Source: an optimization exercise on an open RTL-to-GDS flow (aim: small area and a short achievable clock period). Production flows keep margins and buffers that such runs may drop.
RTL that was checked went through simulation tests only; none was proved equivalent to the original.
Power is estimated from default activity; no workload was simulated.

Design alu, start of the top module:
module alu #(
    parameter DATA_WIDTH = 32,
    parameter INST_WIDTH = 4
)(
    input                   i_clk,
    input                   i_rst_n,
    input  [DATA_WIDTH-1:0] i_data_a,
    input  [DATA_WIDTH-1:0] i_data_b,
    input  [INST_WIDTH-1:0] i_inst,
    input                   i_valid,
    output [DATA_WIDTH-1:0] o_data,
    output                  o_overflow,
    output                  o_valid
);
wire [31:0] a  = i_data_a;
wire [31:0] b  = i_data_b;
wire [3:0]  op = i_inst;
wire is_mul = i_valid & ((op == 4'd2) | (op == 4'd7));
wire addop  = i_valid & ((op == 4'd0) | (op == 4'd1) | (op == 4'd5) | (op == 4'd6));
wire sub    = i_valid & ((op == 4'd1) | (op == 4'd6));
wire addp   = addop & ~sub;
wire [32:0] bx = {b, 1'b0};
wire [15:0] bt_one, bt_two, bt_neg;
genvar gi;
generate
    for (gi = 0; gi < 16; gi = gi + 1) begin : g_enc
        assign bt_one[gi] = bx[2*gi+1] ^ bx[2*gi];
        assign bt_two[gi] = (bx[2*gi+2] & ~bx[2*gi+1] & ~bx[2*gi]) |
                            (~bx[2*gi+2] & bx[2*gi+1] & bx[2*gi]);
  ...
==> flow/config.mk <==
export PLATFORM = sky130hd
export DESIGN_NAME = alu
export DESIGN_NICKNAME = alu
export VERILOG_FILES = /design/flow/design.v
export SDC_FILE = /design/flow/constraint.sdc
export NUM_CORES = 4
export LEC_CHECK = 0
export CAP_MARGIN = 20
export CORE_MARGIN = 2
export CORE_UTILIZATION = 45
export PLACE_DENSITY = 0.6
export SLEW_MARGIN = 20
export SYNTH_HIERARCHICAL = 1
export SYNTH_MINIMUM_KEEP_SIZE = 0
==> flow/constraint.sdc <==
create_clock -name core_clock -period 13.0 [get_ports {i_clk}]
set_input_delay 2.6000 -clock core_clock [delete_from_list [all_inputs] [get_ports {i_clk}]]
set_output_delay 2.6000 -clock core_clock [all_outputs]
set_load 0.01 [all_outputs]
standard.sh (not shown) runs the stock make flow with config.mk's settings and CLKGATE_MAP_FILE= SYNTH_SCRIPT=/design/flow/synth_recipe.tcl, a recipe that flattens the netlist after the stock synthesis.
==> flow/flow/run.sh <==
#!/bin/bash
# The standard ORFS layout (standard synthesis included), with two
# changes to how it is made:
#  - the port buffers are plain buffers (buf_2) rather than the delay cell
#    that buffer_ports picks on its own; every port still gets its buffer;
set -uo pipefail
MARGIN=7
export BUFFER_PORTS_ARGS="-buffer_cell sky130_fd_sc_hd__buf_2"
bash standard.sh SETUP_SLACK_MARGIN=$MARGIN finish > flow_make.log 2>&1
status=$?
cp -r orfs/logs flow_logs 2>/dev/null || true
exit $status
The first run finished with timing, DRC and antenna clean.
==> next run, changes <==
==> flow/flow/run.sh (replaced) <==
#!/bin/bash
# The standard ORFS layout (standard synthesis included), with two
# changes to how it is made:
#  - the port buffers are plain buffers (buf_4) rather than the delay cell
#    that buffer_ports picks on its own; every port still gets its buffer;
set -uo pipefail
MARGIN=6.75
export BUFFER_PORTS_ARGS="-buffer_cell sky130_fd_sc_hd__buf_4"
bash standard.sh SETUP_SLACK_MARGIN=$MARGIN finish > flow_make.log 2>&1
status=$?
cp -r orfs/logs flow_logs 2>/dev/null || true
exit $status
The changed run completed without violations.
Setup slack loses 0.13 ns.
Total power shrinks by a few percent.
Core utilization fell by 1.7 points.
Area after synthesis stays the same.
Clock-buffer cell count climbs by 3.
Final area is lower by a few percent.

========
Setup of job 888:
alu, a different RTL version from the one above (not shown whole).
Size in the first run: about 1,900 cells after synthesis, ~34 flip-flops, roughly 110 I/O pins.
clock: 13.0 ns
lec_check: 0
cap_margin: 20
core_margin: 2
core_utilization: 45
place_density: 0.6
setup_slack_margin: 4
slew_margin: 20
synth_hierarchical: 1
synth_minimum_keep_size: 0
==> flow/flow/run.sh <==
#!/bin/bash
# The standard ORFS layout (standard synthesis included), except that the
# port buffers are plain buffers (buf_4) rather than the delay cell that
# buffer_ports picks on its own; every port still gets its buffer.
set -uo pipefail
export BUFFER_PORTS_ARGS="-buffer_cell sky130_fd_sc_hd__buf_4"
bash standard.sh finish > flow_make.log 2>&1
status=$?
cp -r orfs/logs flow_logs 2>/dev/null || true
exit $status
Changes in job 378 relative to job 888:
Settings: TNS_END_PERCENT newly set to 10; SETUP_SLACK_MARGIN changed from 4 to 4.5.
Notes after the runs:
Timing, DRC, antenna: 0 failures across job 378 and job 888
From job 888 to job 378 the numbers moved as follows: area growth from synthesis to layout went up; detailed-route wire length per cell did not really move; number of logic stages on the critical path including buffering went up; overall die area did not really move.
Per the comparison of job 378 with job 888, achievable frequency grew by 6.1 MHz, setup slack after layout grew by 440 ps.
Modified inputs, job 7198 compared to job 378
Settings: changing SETUP_SLACK_MARGIN from 4.5 to 5; removing TNS_END_PERCENT (formerly 10).
[summary]
Summary: with job 378 as the reference, total number of vias in job 7198 moved up by a few percent. Going from job 378 to job 7198, the power share of the clock group was found to have gone down by 0.5 points. Lower met2 wirelength from detailed routing goes to job 378 over job 7198. Re clock-buffer cell count: no difference whatsoever between job 7198 and job 378. Comparing job 378 and job 7198, the higher data arrival time at the worst-slack endpoint was measured on job 378. Compare job 378 and job 7198 | average routed wire per standard cell lower: job 378. On part of the cycle the worst path needs, the lower figure sits with job 7198, not job 378. Job 7198 does better than job 378 on post-route worst setup slack. Looking at highest metal layer with signal wires, the met5 result is from job 7198; the met4 one comes from job 378. Compared with job 378, job 7198 shows required time of the critical path higher by 50 ps. Taking job 7198 as 1.0, job 378 lands at 0.912 on final instance area. Internal power ends up lower on job 378.
Input changes introduced in job 8241 (baseline for comparison: job 7198):
Settings: PLACE_DENSITY now 0.75, was 0.6; CORE_UTILIZATION now 60, was 45; SETUP_SLACK_MARGIN now 4.5, was 5.
==> run notes <==
Comparing job 8241 and job 7198, the higher total number of vias was measured on job 7198.
[job 8241 vs job 7198] utilization: higher in job 8241
Compared to job 7198, job 8241 has portion of total power attributed to the clock network 0.3 points higher.

========
old:
Another version of the RTL of alu (not shown whole).
For scale: roughly 2000 cells after synthesis.
export LEC_CHECK = 0
export CAP_MARGIN = 20
export CORE_MARGIN = 2
export CORE_UTILIZATION = 45
export PLACE_DENSITY = 0.6
export SLEW_MARGIN = 20
export SYNTH_HIERARCHICAL = 1
export SYNTH_MINIMUM_KEEP_SIZE = 0
create_clock -name core_clock -period 13.0 [get_ports {i_clk}]
==> flow/flow/run.sh <==
#!/bin/bash
# The standard ORFS layout (standard synthesis included), with two
# changes to how it is made:
#  - the port buffers are plain buffers (buf_4) rather than the delay cell
#    that buffer_ports picks on its own; every port still gets its buffer;
set -uo pipefail
MARGIN=6.5
export BUFFER_PORTS_ARGS="-buffer_cell sky130_fd_sc_hd__buf_4"
bash standard.sh SETUP_SLACK_MARGIN=$MARGIN finish > flow_make.log 2>&1
status=$?
cp -r orfs/logs flow_logs 2>/dev/null || true
exit $status
old: full flow OK, the timing, design-rule and antenna checks passed
diff inputs: old => new
==> flow/flow/run.sh <==
#!/bin/bash
# The standard ORFS layout (standard synthesis included), with two
# changes to how it is made:
#  - the port buffers are plain buffers (buf_4) rather than the delay cell
#    that buffer_ports picks on its own; every port still gets its buffer;
set -uo pipefail
MARGIN=7
export BUFFER_PORTS_ARGS="-buffer_cell sky130_fd_sc_hd__buf_4"
bash standard.sh SETUP_SLACK_MARGIN=$MARGIN finish > flow_make.log 2>&1
status=$?
cp -r orfs/logs flow_logs 2>/dev/null || true
exit $status
Results
Sort new and old by maximum vdd drop, ascending, and old comes first. Going from old to new, count of nets after finishing now sits higher, largest net degree at the start of global routing now sits lower, final worst slack now sits higher, path length in cells of the critical path now sits lower, initial antenna violation count now sits higher. new vs. old: core utilization of the finished layout went up; global routing usage summed across all routing layers went up; final-layout fill cell count went down.
Function was not checked in any run of this note: the RTL went through the layout flow alone.

========
Another version of the RTL of alu (not shown whole).
Size: about 34 flip-flops, about 110 I/O pins, ~0.019 mm2 of cells after synthesis.
==> flow/design.v (excerpt) <==
module alu #(
    parameter DATA_WIDTH = 32,
    parameter INST_WIDTH = 4
)(
    input                   i_clk,
    input                   i_rst_n,
    input  [DATA_WIDTH-1:0] i_data_a,
    input  [DATA_WIDTH-1:0] i_data_b,
    input  [INST_WIDTH-1:0] i_inst,
    input                   i_valid,
    output [DATA_WIDTH-1:0] o_data,
    output                  o_overflow,
    output                  o_valid
);
reg [31:0] o_data_r;
reg        o_overflow_r;
reg        o_valid_r;
assign o_data     = o_data_r;
assign o_overflow = o_overflow_r;
assign o_valid    = o_valid_r;
wire [31:0] a  = i_data_a;
wire [31:0] b  = i_data_b;
wire [3:0]  op = i_inst;
wire is_mul = i_valid & ((op == 4'd2) | (op == 4'd7));
wire addop  = i_valid & ((op == 4'd0) | (op == 4'd1) | (op == 4'd5) | (op == 4'd6));
wire sub    = i_valid & ((op == 4'd1) | (op == 4'd6));
wire [32:0] bx = {b, 1'b0};
wire [15:0] bt_one, bt_two, bt_neg;
genvar gi;
generate
    for (gi = 0; gi < 16; gi = gi + 1) begin : g_enc
        assign bt_one[gi] = bx[2*gi+1] ^ bx[2*gi];
        assign bt_two[gi] = (bx[2*gi+2] & ~bx[2*gi+1] & ~bx[2*gi]) |
                            (~bx[2*gi+2] & bx[2*gi+1] & bx[2*gi]);
        assign bt_neg[gi] = bx[2*gi+2] & ~(bx[2*gi+1] & bx[2*gi]);
    end
endgenerate
wire pp0_0 = ((bt_one[0] & a[0])) ^ bt_neg[0];
wire pp0_1 = ((bt_one[0] & a[1]) | (bt_two[0] & a[0])) ^ bt_neg[0];
wire pp0_2 = ((bt_one[0] & a[2]) | (bt_two[0] & a[1])) ^ bt_neg[0];
wire pp0_3 = ((bt_one[0] & a[3]) | (bt_two[0] & a[2])) ^ bt_neg[0];
wire pp0_4 = ((bt_one[0] & a[4]) | (bt_two[0] & a[3])) ^ bt_neg[0];
wire pp0_5 = ((bt_one[0] & a[5]) | (bt_two[0] & a[4])) ^ bt_neg[0];
wire pp0_6 = ((bt_one[0] & a[6]) | (bt_two[0] & a[5])) ^ bt_neg[0];
wire pp0_7 = ((bt_one[0] & a[7]) | (bt_two[0] & a[6])) ^ bt_neg[0];
wire pp0_8 = ((bt_one[0] & a[8]) | (bt_two[0] & a[7])) ^ bt_neg[0];
wire pp0_9 = ((bt_one[0] & a[9]) | (bt_two[0] & a[8])) ^ bt_neg[0];
wire pp0_10 = ((bt_one[0] & a[10]) | (bt_two[0] & a[9])) ^ bt_neg[0];
  ...
clock: 13.0 ns
lec_check: 0
cap_margin: 20
core_margin: 2
core_utilization: 45
place_density: 0.6
setup_slack_margin: 0
slew_margin: 20
synth_hierarchical: 1
synth_minimum_keep_size: 0
run.sh (not shown) runs the stock make flow with config.mk's settings and CLKGATE_MAP_FILE= SYNTH_SCRIPT=/design/flow/synth_recipe.tcl, a recipe that flattens the netlist after the stock synthesis.
Stock flow here: none of the scripts above is used.
The first run went through all stages and came out clean.
Edit:
Settings changed: SETUP_SLACK_MARGIN 0 to 4.
After rerunning: The changed run completed without violations. Clock-buffer cell count is unchanged. Setup slack gets better by 1900 ps. Clock power is about the same. Synthesized cell count stays the same. Worst hold slack is about the same. Die area stays the same.
No functional check of the RTL was part of any run of this note.

========
== run A ==
alu, a different RTL version from the one above (not shown whole).
Size: about 110 I/O pins.
Settings: LEC_CHECK=0, CAP_MARGIN=20, CORE_MARGIN=2, CORE_UTILIZATION=45, PLACE_DENSITY=0.6, SETUP_SLACK_MARGIN=3, SLEW_MARGIN=20, SYNTH_HIERARCHICAL=1, SYNTH_MINIMUM_KEEP_SIZE=0; clock period 13.0 ns.
Run A: flow completed, timing, DRC and antenna clean
What run B does differently from run A at the input level:
- SETUP_SLACK_MARGIN: 3 -> 5
Results
Every run (run B and run A) finished clean.
Run B against run A: number of vias in the routed layout up 2981; total wire length went up by 34%.
Run B ended with more count of buffering cells on the critical path with inverters included than run A.
[run B] power density normalized to cell area fell about 2.5% relative to run A
For run C, these inputs were changed with respect to run B:
- changing SETUP_SLACK_MARGIN from 5 to 4
==> run notes <==
Every run in the comparison, run C and run B, completed the flow with a clean layout. First-pass iteration count of the detailed router in run C is 1 above run B. In run C, the switching part of the total came out 0.72 points above the value in run B. Routed wire length (run B / run C): 1.3.
## Diff of input files: run D against run C
==> flow/flow/run.sh (new file) <==
#!/bin/bash
# The standard ORFS layout (standard synthesis included), except that the
# port buffers are plain buffers (buf_4) rather than the delay cell that
# buffer_ports picks on its own; every port still gets its buffer.
set -uo pipefail
export BUFFER_PORTS_ARGS="-buffer_cell sky130_fd_sc_hd__buf_4"
bash standard.sh finish > flow_make.log 2>&1
status=$?
cp -r orfs/logs flow_logs 2>/dev/null || true
exit $status
==> flow/standard.sh (new file) <==
#!/bin/bash
# synth_recipe.tcl (not shown) runs the flow's synth.tcl, then flattens the netlist and writes it again
# the make line also repeats each setting of config.mk as NAME=value (left out here)
make -C /OpenROAD-flow-scripts/flow DESIGN_CONFIG=/design/flow/config.mk WORK_HOME=/design/flow/orfs CLKGATE_MAP_FILE= SYNTH_SCRIPT=/design/flow/synth_recipe.tcl "${@:-finish}"
removed: flow/run.sh
==> comparison <==
Any difference in power dissipated in the clock network between run D and run C is small enough to ignore.
Going from run C to run D, combinational-cell power consumption down about 5%; global-route total usage across every layer moved up; total power draw went down by 4.6%; proportion of cell area occupied by multi-input gates increased by 3.4 points relative to the old numbers; total setup buffers inserted after CTS fell by 10%.
Via count in run D is 424 below run C.
No functional check of the RTL was part of any run of this note.

========
## 04-10
alu, a different RTL version from the one above (not shown whole).
Size: roughly 1,900 cells after synthesis, roughly 34 flip-flops, roughly 110 I/O pins, about 18,000 sq um of cells after synthesis.
clock: 13.0 ns
lec_check: 0
cap_margin: 20
core_margin: 2
core_utilization: 45
place_density: 0.6
setup_slack_margin: 4.5
slew_margin: 20
synth_hierarchical: 1
synth_minimum_keep_size: 0
standard.sh (not shown) runs the stock make flow with config.mk's settings and CLKGATE_MAP_FILE= SYNTH_SCRIPT=/design/flow/synth_recipe.tcl, a recipe that flattens the netlist after the stock synthesis.
==> flow/flow/run.sh <==
#!/bin/bash
# The standard ORFS layout (standard synthesis included), except that the
# port buffers are plain buffers (buf_4) rather than the delay cell that
# buffer_ports picks on its own; every port still gets its buffer.
set -uo pipefail
export BUFFER_PORTS_ARGS="-buffer_cell sky130_fd_sc_hd__buf_4"
bash standard.sh finish > flow_make.log 2>&1
status=$?
cp -r orfs/logs flow_logs 2>/dev/null || true
exit $status
The flow did not stop early for 04-10: all stages ran, and the layout cleared the timing, design-rule and antenna checks.
Setup changes, 04-10 to 05-21
Settings: SETUP_SLACK_MARGIN: 4.5 -> 4.
[summary]
- The largest net degree at the start of global routing in 05-21 is 1.10 times that in 04-10.
- The static leakage power number comes out higher for 04-10 vs 05-21.
- Diff 04-10 -> 05-21 | data arrival at the endpoint of the critical path | increase of 0.40 ns
- In the tables for 04-10 and 05-21, number of resized instances in the post-cts repair step reads higher with 04-10.
- Re combined area of the multi-input logic cells: 04-10 was higher than 05-21.
No run of this note included a check of the RTL's function; only the layout flow was run.

========
== north ==
Another version of the RTL of alu (not shown whole).
Size: roughly 2000 cells after synthesis, roughly 110 flip-flops, ~110 I/O pins, ~0.019 mm² of cells after synthesis.
clock: 13.0 ns
lec_check: 0
cap_margin: 20
core_margin: 2
core_utilization: 45
place_density: 0.6
slew_margin: 20
synth_hierarchical: 1
synth_minimum_keep_size: 0
==> flow/flow/run.sh <==
#!/bin/bash
# The standard ORFS layout (standard synthesis included), with two
# changes to how it is made:
#  - the port buffers are plain buffers (buf_4) rather than the delay cell
#    that buffer_ports picks on its own; every port still gets its buffer;
set -uo pipefail
MARGIN=5
export BUFFER_PORTS_ARGS="-buffer_cell sky130_fd_sc_hd__buf_4"
bash standard.sh SETUP_SLACK_MARGIN=$MARGIN finish > flow_make.log 2>&1
status=$?
cp -r orfs/logs flow_logs 2>/dev/null || true
exit $status
Inputs modified between north and south:
diff --git a/flow/flow/run.sh b/flow/flow/run.sh
--- a/flow/flow/run.sh
+++ b/flow/flow/run.sh
@@ -7 +7 @@
-MARGIN=5
+MARGIN=7
### Flow results
Of south and north, the higher clock period minus final worst setup slack belongs to north.
Compared with north, in south worst setup slack after placement now sits lower, sequential fraction of total cell area now sits lower, relative contribution of the clock network to total power now sits higher, maximum number of pins on one net before global-route repair now sits higher.
On total detailed-routing wirelength, north beats south.
Between south and north, the difference in sequential power is negligible.
Here is what was changed in the inputs of east compared with south.
diff --git a/flow/flow/run.sh b/flow/flow/run.sh
--- a/flow/flow/run.sh
+++ b/flow/flow/run.sh
@@ -7 +7 @@
-MARGIN=7
+MARGIN=6.5
[summary]
The final layouts of east and south pass the timing, design-rule and antenna checks.
Cell area after layout shrinks by a few percent when moving from south to east.
Delta (east minus south): synthesis-to-layout area growth now sits lower, clock buffer instance count of the final layout now sits higher.
Input-level comparison between west and east:
diff --git a/flow/flow/run.sh b/flow/flow/run.sh
--- a/flow/flow/run.sh
+++ b/flow/flow/run.sh
@@ -7 +7 @@
-MARGIN=6.5
+MARGIN=7.5
==> run notes <==
Lower worst setup slack among east and west: east. Clock power share: west vs east down 0.4 points. Setup slack at placement is higher on east. Relative to east, the met2 track utilization from global routing of west is higher by 2.9 points. The relative contribution of sequential cells to total power number comes out higher for east vs west. The register fraction of the total cell area reported for west is smaller than that of east by 1.6 points.

[afterwards: timing with drivers on the ports]
In the flow no input, the clock included, has a driving cell. The finished layouts below were timed again as built, in two steps.
Step 1 assumes that a clkbuf_16 drives the clock port and a buf_2 every other input.
Step 2 moves the port delays by t, midway between the first and last clock arrival at a register: inputs arrive t later, outputs are due t later. That takes back most of the time a late clock gives input paths.
Slacks: ideal ports / drivers / drivers and shift; pairs: ideal ports / drivers.
| run | t (ns) | setup slack, ns | hold WS [ns] | worst register clock-pin slew, ns | worst slew at a driven data input, ns |
|---|---|---|---|---|---|
| the first run of note 1 | 0.444 | 6.943 / 6.885 / 6.561 | 2.239 / 2.203 / 2.647 | 0.09 / 0.09 | 0.04 |
| the second run of note 1 | 0.446 | 6.813 / 6.822 / 6.403 | 2.271 / 2.233 / 2.679 | 0.09 / 0.09 | 0.07 |
| job 888 | 0.340 | 4.238 / 4.245 / 3.906 | 2.275 / 2.255 / 2.595 | 0.06 / 0.06 | 0.07 |
| job 378 | 0.345 | 4.680 / 4.655 / 4.310 | 2.285 / 2.261 / 2.605 | 0.06 / 0.06 | 0.19 |
| job 7198 | 0.331 | 4.883 / 4.766 / 4.435 | 2.287 / 2.269 / 2.599 | 0.06 / 0.06 | 0.27 |
| job 8241 | 0.326 | 4.639 / 4.660 / 4.334 | 2.276 / 2.258 / 2.584 | 0.06 / 0.06 | 0.05 |
| old | 0.431 | 6.600 / 6.630 / 6.198 | 2.211 / 2.187 / 2.618 | 0.07 / 0.07 | 0.06 |
| new | 0.435 | 7.028 / 6.924 / 6.489 | 2.226 / 2.201 / 2.637 | 0.08 / 0.08 | 0.25 |
| the first run of note 4 | 0.320 | 2.008 / 2.009 / 1.690 | 2.397 / 2.387 / 2.706 | 0.07 / 0.07 | 0.09 |
| the second run of note 4 | 0.318 | 3.928 / 3.927 / 3.609 | 2.399 / 2.388 / 2.706 | 0.06 / 0.06 | 0.09 |
| run A | 0.338 | 3.169 / 3.182 / 2.844 | 2.391 / 2.368 / 2.706 | 0.06 / 0.06 | 0.04 |
| run B | 0.348 | 4.185 / 4.182 / 3.834 | 2.399 / 2.375 / 2.722 | 0.06 / 0.06 | 0.14 |
| run C | 0.338 | 4.054 / 4.077 / 3.740 | 2.392 / 2.370 / 2.708 | 0.06 / 0.06 | 0.04 |
| run D | 0.339 | 4.052 / 4.074 / 3.735 | 2.262 / 2.241 / 2.580 | 0.06 / 0.06 | 0.17 |
| 04-10 | 0.338 | 4.581 / 4.534 / 4.196 | 2.263 / 2.246 / 2.583 | 0.06 / 0.06 | 0.27 |
| 05-21 | 0.345 | 4.192 / 4.182 / 3.837 | 2.286 / 2.264 / 2.609 | 0.06 / 0.06 | 0.08 |
| north | 0.429 | 6.137 / 6.087 / 6.083 | 1.998 / 1.977 / 2.406 | 0.08 / 0.08 | 0.10 |
| south | 0.440 | 6.814 / 6.764 / 6.629 | 1.970 / 1.964 / 2.403 | 0.08 / 0.08 | 0.17 |
| east | 0.427 | 6.632 / 6.631 / 6.223 | 2.001 / 1.982 / 2.409 | 0.08 / 0.08 | 0.09 |
| west | 0.422 | 6.787 / 6.737 / 6.612 | 1.984 / 1.963 / 2.385 | 0.09 / 0.09 | 0.22 |
After both steps setup and hold are still met in every run listed. The setup slack of new, which loses most, moves by -0.104 ns with the drivers and by -0.539 ns with both steps.
